This design comes from an exercise in tuning for small area on the open sky130 flow, not from production work. Where RTL was checked, it was by simulation tests only, not by an equivalence proof against the original. Power is estimated from default activity; no workload was simulated.

the reference run:
==> flow/design.v <==
module signal_generator(input clk25,
       input rst,
       output hsyncOut,
       output vsyncOut,
       output [9:0] xposOut,
       output [9:0] yposOut);
reg [9:0] xpos;
reg [9:0] ypos;
wire endline = (xpos == 799);
always @(posedge clk25) begin
 if (rst || endline)
   xpos <= 0;
 else
   xpos <= xpos + 1;
end
always @(posedge clk25) begin
 if (rst)
  ypos <= 0;
 else if (endline) begin
  if (ypos == 520)
   ypos <= 0;
  else
   ypos <= ypos + 1;
 end
end
assign hsyncOut = ~(xpos >= 666 && xpos <= 760);
wire x0 = (xpos == 0);
assign vsyncOut = ~(x0 ? (ypos == 491 || ypos == 492) : (ypos == 490 || ypos == 491));
assign xposOut = xpos;
assign yposOut = ypos;
endmodule
module game(input clk25,
    input rst,
    input [9:0] xpos,
    input [9:0] ypos,
    input rota,
    input rotb,
    input de,
    output red,
    output green,
    output blue);
function automatic [10:0] radd10(input [9:0] a, input [9:0] b, input cin);
  integer i; reg c; reg [9:0] s;
  begin
    c = cin;
    for (i = 0; i < 10; i = i + 1) begin
      s[i] = a[i] ^ b[i] ^ c;
      c = (a[i] & b[i]) | ((a[i] ^ b[i]) & c);
    end
    radd10 = {c, s};
  end
endfunction
reg [17:0] tmr;
wire tmr_wrap = (tmr == 18'h0de83);
wire tmr_fb = ~(tmr[17] ^ tmr[10]);
always @(posedge clk25) begin
 if (rst || tmr_wrap)
  tmr <= 18'd0;
 else
  tmr <= {tmr[16:0], tmr_fb};
end
reg [8:0] nP;
wire pmove = tmr_wrap && (rota || rotb);
wire [9:0] kP = {1'b0, {7{pmove & rota}}, pmove & ~rota, pmove};   
wire [10:0] nPadd = radd10({1'b0, nP}, kP, 1'b0);
always @(posedge clk25) begin
 if (rst)
  nP <= ~9'd160;
 else
  nP <= nPadd[8:0];
end
reg [95:0] dead;
wire wide = dead[29];    
wire fast = dead[30];    
wire endOfFrame = (xpos == 0 && ypos == 480);
wire [7:0] row;
wire [11:0] col;
genvar gi;
generate
 for (gi = 0; gi < 8; gi = gi + 1) begin : g_row
  assign row[gi] = (ypos >= 30 + 30*gi) && (ypos <= 50 + 30*gi);
 end
 for (gi = 0; gi < 12; gi = gi + 1) begin : g_col
  assign col[gi] = (xpos >= 13 + 52*gi) && (xpos <= 55 + 52*gi);
 end
endgenerate
reg [9:0] nbx;
reg [8:0] nby;
reg ballXpos, ballYpos;
reg Xbounce, Ybounce;
reg [5:0] missTimer;
wire [9:0] ballX = ~nbx;
wire [8:0] ballY = ~nby;
wire [8:0] paddlePosition = ~nP;
wire atOrigin = (&nbx) && (&nby);
wire dirX = ballXpos ^ Xbounce;
wire dirY = ballYpos ^ Ybounce;
wire sx = dirX ^ fast;
wire sy = dirY ^ fast;
wire [9:0] kx = {{7{dirX}}, sx, ~sx, 1'b1};
wire [9:0] ky = {1'b0, {6{dirY}}, sy, ~sy, 1'b1};
wire [9:0] ax = xpos | ({10{endOfFrame}} & kx);
wire [9:0] ay = (ypos & ~({10{endOfFrame}} & 10'b0111100000)) | ({10{endOfFrame}} & ky);
wire [10:0] sbx = radd10(ax, nbx, ~endOfFrame);
wire [10:0] sby = radd10(ay, {1'b1, nby}, ~endOfFrame);
wire ball_run = sbx[10] && (sbx[9:3] == 0) && !(sbx[2] && sbx[1]) &&
                sby[10] && (sby[9:3] == 0) && !(sby[2] && sby[1]);
wire ball_eof = (&nbx) && (ballY >= 475) && (ballY <= 480);
wire ball = endOfFrame ? ball_eof : ball_run;
wire [10:0] spx = radd10(xpos, {1'b1, nP}, 1'b1);
wire [9:0] dpx = spx[9:0];
wire paddle = spx[10] && (dpx >= 4) && (dpx <= (wide ? 120 : 84)) && (ypos[9:3] == 55);
wire area = (xpos < 640 && ypos < 480);
wire top = (area && ypos <= 10);
wire bottom = (area && ypos >= 476);
wire left = (area && xpos <= 3);
wire right = (area && xpos >= 637);
wire border = left || right || top;
wire missed = area && (missTimer != 0);
always @(posedge clk25) begin
 if (rst) begin
  nbx <= 10'h3ff;
  nby <= 9'h1ff;
 end
 else if (endOfFrame) begin
  if (atOrigin) begin
   nbx <= ~10'd25;
   nby <= ~9'd280;
  end
  else begin
   nbx <= sbx[9:0];
   nby <= sby[8:0];
  end
 end
end
always @(posedge clk25) begin
 if (rst) begin
  Xbounce <= 0;
  Ybounce <= 0;
  ballXpos <= 1;
  ballYpos <= 1;
  missTimer <= 0;
 end
 else if (!endOfFrame) begin
  if (ball && (left || right))
   Xbounce <= 1;
  if (ball && (top || bottom || (paddle && ballYpos)))
   Ybounce <= 1;
  if (ball && bottom)
   missTimer <= 60;
 end
 else begin
  if (atOrigin) begin
   ballXpos <= 1;
   ballYpos <= 1;
   Xbounce <= 0;
   Ybounce <= 0;
  end
  else begin
   ballXpos <= dirX;
   ballYpos <= dirY;
   Xbounce <= 0;
   Ybounce <= 0;
   if (missTimer != 0)
    missTimer <= missTimer - 1;
  end
 end
end
wire set_all = rst | (~endOfFrame & de);
wire [7:0] hitrow = row & {8{ball & ~endOfFrame & ~rst}};
wire [95:0] hit;
generate
 for (gi = 0; gi < 96; gi = gi + 1) begin : g_brick
  assign hit[gi] = hitrow[gi / 12] & col[gi % 12];
 end
endgenerate
always @(posedge clk25)
 dead <= hit | (dead & {96{~set_all}});
wire common = missed || border || paddle || ball;
wire [7:0] S;
generate
 for (gi = 0; gi < 8; gi = gi + 1) begin : g_rowsel
  assign S[gi] = |(col & ~dead[12*gi +: 12]);
 end
endgenerate
wire S2g = |(col[4:0] & ~dead[28:24]) | |(col[11:7] & ~dead[35:31]);
wire bR = (row[0] & S[0]) | (row[1] & S[1]) | (row[6] & S[6]) | (row[7] & S[7]);
wire bG = (row[2] & S2g) | (row[3] & S[3]) | (row[4] & S[4]) | (row[5] & S[5]) | (row[6] & S[6]) | (row[7] & S[7]);
wire bB = (row[2] & S[2]) | (row[3] & S[3]);
assign red   = common | bR;
assign green = common | bG;
assign blue  = common | bB;
endmodule
module breakout(
    input  clk,
    input  rst,
    input  rota,
    input  rotb,
    input  de,
    output red,
    output green,
    output blue,
    output hsync,
    output vsync
    );
wire [9:0] xpos;
wire [9:0] ypos;
signal_generator signal_generator_inst(clk, rst, hsync, vsync, xpos, ypos);
game game_inst(clk, rst, xpos, ypos, ~rota, ~rotb, ~de, red, green, blue);
endmodule
clock: 40.0 ns
lec_check: 0
cap_margin: 20
core_margin: 2
core_utilization: 80
cts_buf_list: sky130_fd_sc_hd__clkbuf_8
slew_margin: 20
run.sh (not shown) runs the stock make flow with config.mk's settings and CLKGATE_MAP_FILE= SYNTH_SCRIPT=/design/flow/synth_recipe.tcl, a recipe that flattens the netlist after the stock synthesis.
#### Input delta (the trial run over the reference run)
--- a/flow/design.v
+++ b/flow/design.v
@@ -59,15 +59,15 @@
  else
   tmr <= {tmr[16:0], tmr_fb};
 end
-reg [8:0] nP;
+reg [8:0] paddlePosition;
 wire pmove = tmr_wrap && (rota || rotb);
-wire [9:0] kP = {1'b0, {7{pmove & rota}}, pmove & ~rota, pmove};   
-wire [10:0] nPadd = radd10({1'b0, nP}, kP, 1'b0);
+wire [9:0] kP = {1'b0, {7{pmove & ~rota}}, pmove & rota, pmove};   
+wire [10:0] Padd = radd10({1'b0, paddlePosition}, kP, 1'b0);
 always @(posedge clk25) begin
  if (rst)
-  nP <= ~9'd160;
+  paddlePosition <= 9'd160;
  else
-  nP <= nPadd[8:0];
+  paddlePosition <= Padd[8:0];
 end
 reg [95:0] dead;
 wire wide = dead[29];    
@@ -84,32 +84,30 @@
   assign col[gi] = (xpos >= 13 + 52*gi) && (xpos <= 55 + 52*gi);
  end
 endgenerate
-reg [9:0] nbx;
-reg [8:0] nby;
+reg [9:0] ballX;
+reg [8:0] ballY;
 reg ballXpos, ballYpos;
 reg Xbounce, Ybounce;
 reg [5:0] missTimer;
-wire [9:0] ballX = ~nbx;
-wire [8:0] ballY = ~nby;
-wire [8:0] paddlePosition = ~nP;
-wire atOrigin = (&nbx) && (&nby);
+wire [9:0] nx = ~xpos;
+wire [9:0] ny = ~ypos;
+wire atOrigin = (ballX == 0) && (ballY == 0);
 wire dirX = ballXpos ^ Xbounce;
 wire dirY = ballYpos ^ Ybounce;
 wire sx = dirX ^ fast;
 wire sy = dirY ^ fast;
-wire [9:0] kx = {{7{dirX}}, sx, ~sx, 1'b1};
-wire [9:0] ky = {1'b0, {6{dirY}}, sy, ~sy, 1'b1};
-wire [9:0] ax = xpos | ({10{endOfFrame}} & kx);
-wire [9:0] ay = (ypos & ~({10{endOfFrame}} & 10'b0111100000)) | ({10{endOfFrame}} & ky);
-wire [10:0] sbx = radd10(ax, nbx, ~endOfFrame);
-wire [10:0] sby = radd10(ay, {1'b1, nby}, ~endOfFrame);
-wire ball_run = sbx[10] && (sbx[9:3] == 0) && !(sbx[2] && sbx[1]) &&
-                sby[10] && (sby[9:3] == 0) && !(sby[2] && sby[1]);
-wire ball_eof = (&nbx) && (ballY >= 475) && (ballY <= 480);
+wire [9:0] kx = {{7{~dirX}}, ~sx, sx, 1'b1};
+wire [9:0] ky = {1'b0, {6{~dirY}}, ~sy, sy, 1'b1};
+wire [9:0] ax = nx & ~({10{endOfFrame}} & ~kx);
+wire [9:0] ay = (ny & ~({10{endOfFrame}} & ~ky & 10'b1000011111)) | ({10{endOfFrame}} & ky & 10'b0111100000);
+wire [10:0] ebx = radd10(ax, ballX, 1'b0);             
+wire [10:0] eby = radd10(ay, {1'b0, ballY}, 1'b0);     
+wire ball_run = !ebx[10] && (&ebx[9:3]) && (ebx[2] || ebx[1]) &&
+                !eby[10] && (&eby[9:3]) && (eby[2] || eby[1]);
+wire ball_eof = (ballX == 0) && (ballY >= 475) && (ballY <= 480);
 wire ball = endOfFrame ? ball_eof : ball_run;
-wire [10:0] spx = radd10(xpos, {1'b1, nP}, 1'b1);
-wire [9:0] dpx = spx[9:0];
-wire paddle = spx[10] && (dpx >= 4) && (dpx <= (wide ? 120 : 84)) && (ypos[9:3] == 55);
+wire [10:0] epx = radd10(nx, {1'b0, paddlePosition}, 1'b0);
+wire paddle = !epx[10] && (epx[9:0] <= 1019) && (epx[9:0] >= (wide ? 903 : 939)) && (ypos[9:3] == 55);
 wire area = (xpos < 640 && ypos < 480);
 wire top = (area && ypos <= 10);
 wire bottom = (area && ypos >= 476);
@@ -119,17 +117,17 @@
 wire missed = area && (missTimer != 0);
 always @(posedge clk25) begin
  if (rst) begin
-  nbx <= 10'h3ff;
-  nby <= 9'h1ff;
+  ballX <= 0;
+  ballY <= 0;
  end
  else if (endOfFrame) begin
   if (atOrigin) begin
-   nbx <= ~10'd25;
-   nby <= ~9'd280;
+   ballX <= 25;
+   ballY <= 280;
   end
   else begin
-   nbx <= sbx[9:0];
-   nby <= sby[8:0];
+   ballX <= ebx[9:0];
+   ballY <= eby[8:0];
   end
  end
 end
==> comparison <==
- Summary: cell area after technology mapping, the trial run better than the reference run
- Changes observed in the trial run relative to the reference run: layout filler cell count rose 3; global placement routability congestion rose 0.049; sequential share of layout area rose 0.62 points; global-route usage fell 2.1 points.
- From the reference run to the trial run, well tap count did not move at all.
- Total power per unit cell area grows by a few percent when moving from the reference run to the trial run.
- Diff the reference run -> the trial run: non-clock buffer area fraction after layout roughly the same; final max-slew violation count roughly the same.
- The reference run has higher switching power as a share of total power than the trial run.
- Diff the reference run -> the trial run | cell area | decrease of about 1.6%
- Core utilization, the reference run and the trial run: lower on the trial run
For the trial run, only the layout was checked, not whether the RTL still works.

## afterwards: timing with drivers on the ports
Ports are ideal in the flow. The routed layouts listed here were re-timed in OpenROAD. Step 1 (the two cells are an assumption about what drives the block):
set clk [get_ports {clk}]
set_driving_cell -lib_cell sky130_fd_sc_hd__clkbuf_16 $clk
set_driving_cell -lib_cell sky130_fd_sc_hd__buf_2 [delete_from_list [all_inputs] $clk]
Step 2 times the ports against the registers' clock, not the clock port: input delays grow and output delays shrink by t, the midpoint of the rising clock arrivals with the driver on. Slacks: no drivers / after step 1 / after step 2; pairs: no drivers / after step 1.
| run | t, ns | setup WS [ns] | clock arrival spread, ns | worst slew at a driven data input, ns | pins driven straight from the clock port |
|---|---|---|---|---|---|
| the reference run | 0.511 | 23.183 / 23.145 / 23.656 | 0.015 / 0.014 | 0.03 | 1 |
| the trial run | 0.515 | 23.300 / 23.264 / 23.779 | 0.012 / 0.012 | 0.03 | 1 |
After both steps every run listed still meets setup and hold.
